Background: an optimization exercise with open tools, aiming at small area. Do not read the settings as production practice. The RTL was checked by simulation tests, not by an equivalence proof against the original design.

==> module bCONTROL_213, before the edit <==
module bCONTROL_213 (Dx, oe, Rx, seq_ready, reset, clock);
   output Dx;
   output oe;
   input [1:0] Rx;
   input       seq_ready;
   input       reset;
   input       clock;
   localparam [2:0] IDLE = 3'd0, LOAD = 3'd1, ADD = 3'd2, WRITE = 3'd3,
                    TRACE = 3'd4;
   reg [2:0]  state;
   reg [3:0]  cnt;             
   reg [4:0]  symbol_count;
   reg        oe;
   reg [2:0]  tb_reg;
   reg [3:0]  XA, XB, YA, YB, O1, O2, O3, O4;    
   reg [15:0] P [0:7];         
   wire [15:0] m_new;
   wire [3:0]  dec;
   wire [2:0]  min_state;
   reg  [1:0]  Rx_q;           
   wire        stage = (state == ADD);      
   wire        half  = (state == WRITE);    
   bACSU_213 ACSU (.m_out(m_new), .d_out(dec), .up({XB, XA}), .lo({YB, YA}),
                   .Rx(half ? ~Rx_q : Rx));
   bTBDECISION_213 TB (.best_state(min_state),
                       .m({O4, O3, YB, YA, O2, O1, XB, XA}));
   assign Dx = oe & tb_reg[0];
   always @(posedge clock)
      Rx_q <= Rx;
   always @(posedge clock or posedge reset)
     if (reset) begin
        XA <= 4'd0;  XB <= 4'd15; O1 <= 4'd15; O2 <= 4'd15;
        YA <= 4'd15; YB <= 4'd15; O3 <= 4'd15; O4 <= 4'd15;
     end else if (stage || half) begin
        XA <= O1;
        XB <= O2;
        YA <= stage ? O3 : m_new[3:0];
        YB <= stage ? O4 : m_new[7:4];
        O1 <= stage ? m_new[3:0] : O3;
        O2 <= stage ? m_new[7:4] : O4;
        O3 <= m_new[11:8];
        O4 <= m_new[15:12];
     end
   integer i;
   always @(posedge clock) begin
      for (i = 0; i < 4; i = i + 1)
        P[i] <= {stage ? dec[i] : P[i][0], P[i][15:1]};
      for (i = 0; i < 4; i = i + 1)
        P[i+4] <= {P[i+4][0], half ? dec[i] : P[i+4][15], P[i+4][14:1]};
   end
   wire [15:0] row = P[tb_reg];
   reg         tbit;
   always @(*)
     case (cnt[1:0])
       2'd0: tbit = row[1];
       2'd1: tbit = row[13];
       2'd2: tbit = row[9];
       default: tbit = row[5];
     endcase
   always @(posedge clock)
     if (stage)
       tb_reg <= min_state;
     else if (state == TRACE && cnt >= 2 && cnt <= 14)
       tb_reg <= {tbit, tb_reg[2:1]};
   always @(posedge clock or posedge reset)
     if (reset) begin
        state        <= IDLE;
        cnt          <= 0;
        symbol_count <= 0;
        oe           <= 0;
     end else begin
        oe <= 0;
        case (state)
          IDLE:  if (seq_ready) state <= LOAD;
          LOAD:  state <= ADD;
          ADD:   state <= WRITE;
          WRITE: if (symbol_count != 0 || cnt == 15-1) begin
                    cnt   <= 0;
                    state <= TRACE;
                 end else begin
                    cnt   <= cnt + 1'b1;
                    state <= LOAD;
                 end
          TRACE: begin
                    cnt <= cnt + 1'b1;
                    if (cnt == 4'd15) begin
                       if (symbol_count <= 15 + 3) begin
                          oe <= 1;
                          symbol_count <= symbol_count + 1'b1;
                          state <= LOAD;
                       end else if (symbol_count < 20 + 3) begin
                          oe <= 1;
                          symbol_count <= symbol_count + 1'b1;
                       end else
                          state <= IDLE;
                    end
                 end
          default: state <= IDLE;
        endcase
     end
endmodule
export LEC_CHECK = 0
export ABC_AREA = 1
export CAP_MARGIN = 20
export CORE_MARGIN = 2
export CORE_UTILIZATION = 50
export CTS_BUF_LIST = sky130_fd_sc_hd__clkbuf_8
export SLEW_MARGIN = 20
create_clock -name core_clock -period 12.0 [get_ports {clock}]
run.sh (not shown) runs the stock make flow with config.mk's settings and CLKGATE_MAP_FILE= SYNTH_SCRIPT=/design/flow/synth_recipe.tcl, a recipe that flattens the netlist after the stock synthesis.
Change:
--- a/flow/design.v
+++ b/flow/design.v
@@ -111,46 +111,43 @@
    reg [2:0]  state;
    reg [3:0]  cnt;             
    reg [4:0]  symbol_count;
    reg        oe;
    reg [2:0]  tb_reg;
-   reg [3:0]  XA, XB, YA, YB, O1, O2, O3, O4;    
+   reg [31:0] metric;
    reg [15:0] P [0:7];         
    wire [15:0] m_new;
    wire [3:0]  dec;
    wire [2:0]  min_state;
+   reg  [7:0]  m_old;          
    reg  [1:0]  Rx_q;           
-   wire        stage = (state == ADD);      
-   wire        half  = (state == WRITE);    
-   bACSU_213 ACSU (.m_out(m_new), .d_out(dec), .up({XB, XA}), .lo({YB, YA}),
+   wire        half = (state == WRITE);
+   wire [7:0]  up   = half ? m_old : metric[7:0];
+   wire [7:0]  lo   = half ? metric[31:24] : metric[23:16];
+   bACSU_213 ACSU (.m_out(m_new), .d_out(dec), .up(up), .lo(lo),
                    .Rx(half ? ~Rx_q : Rx));
-   bTBDECISION_213 TB (.best_state(min_state),
-                       .m({O4, O3, YB, YA, O2, O1, XB, XA}));
+   bTBDECISION_213 TB (.best_state(min_state), .m(metric));
    assign Dx = oe & tb_reg[0];
-   always @(posedge clock)
-      Rx_q <= Rx;
-   always @(posedge clock or posedge reset)
-     if (reset) begin
-        XA <= 4'd0;  XB <= 4'd15; O1 <= 4'd15; O2 <= 4'd15;
-        YA <= 4'd15; YB <= 4'd15; O3 <= 4'd15; O4 <= 4'd15;
-     end else if (stage || half) begin
-        XA <= O1;
-        XB <= O2;
-        YA <= stage ? O3 : m_new[3:0];
-        YB <= stage ? O4 : m_new[7:4];
-        O1 <= stage ? m_new[3:0] : O3;
-        O2 <= stage ? m_new[7:4] : O4;
-        O3 <= m_new[11:8];
-        O4 <= m_new[15:12];
-     end
+   wire stage = (state == ADD);
+   always @(posedge clock) begin
+      m_old <= metric[15:8];
+      Rx_q  <= Rx;
+   end
    integer i;
    always @(posedge clock) begin
       for (i = 0; i < 4; i = i + 1)
         P[i] <= {stage ? dec[i] : P[i][0], P[i][15:1]};
       for (i = 0; i < 4; i = i + 1)
         P[i+4] <= {P[i+4][0], half ? dec[i] : P[i+4][15], P[i+4][14:1]};
    end
+   always @(posedge clock or posedge reset)
+     if (reset)
+       metric <= 32'hFFFF_FFF0;
+     else begin
+        if (stage) metric[15:0]  <= m_new;
+        if (half)  metric[31:16] <= m_new;
+     end
    wire [15:0] row = P[tb_reg];
    reg         tbit;
    always @(*)
      case (cnt[1:0])
        2'd0: tbit = row[1];
Effect: Count of clock-buffer cells in the layout came out higher by 3. Sequential share of layout area decreases by 0.15 points. Hold slack barely changes. Routed wire length increases slightly. Final area rises by a few percent. First-iteration DRC count shrinks by roughly a tenth. Global-route usage shrinks by 0.48 points. Register-to-register slack gains 1.3 ns. Via count grows by a few percent. Cell count came out higher by a little under a tenth.

## re-timing with driven ports
The flow's constraints put no driver on any port. The routed layouts listed below were extracted and timed again, unchanged, in two steps. Step 1 assumes that a clkbuf_16 drives the clock port and a buf_2 every other input. Step 2 adds t to the input delays and takes it off the output delays; t is the mean of the earliest and latest rising clock arrival at the registers after step 1. Input paths then give back, and output paths get back, about the clock's delay inside the block. Slacks: ideal ports / drivers / drivers and shift; pairs: ideal ports / drivers.
| run | shift t [ns] | setup WS [ns] | hold slack, ns | latest minus earliest clock arrival (ns) | slew at the worst register clock pin (ns) |
|---|---|---|---|---|---|
| the first run | 0.497 | 6.089 / 6.089 / 5.632 | 0.329 / 0.329 / 0.329 | 0.010 / 0.009 | 0.09 / 0.09 |
| the second run | 0.489 | 6.084 / 6.097 / 5.607 | 0.328 / 0.328 / 0.328 | 0.009 / 0.009 | 0.10 / 0.10 |
After both steps setup and hold are still met in every run listed. The setup slack of the second run, which loses most, moves by +0.013 ns with the drivers and by -0.477 ns with both steps.
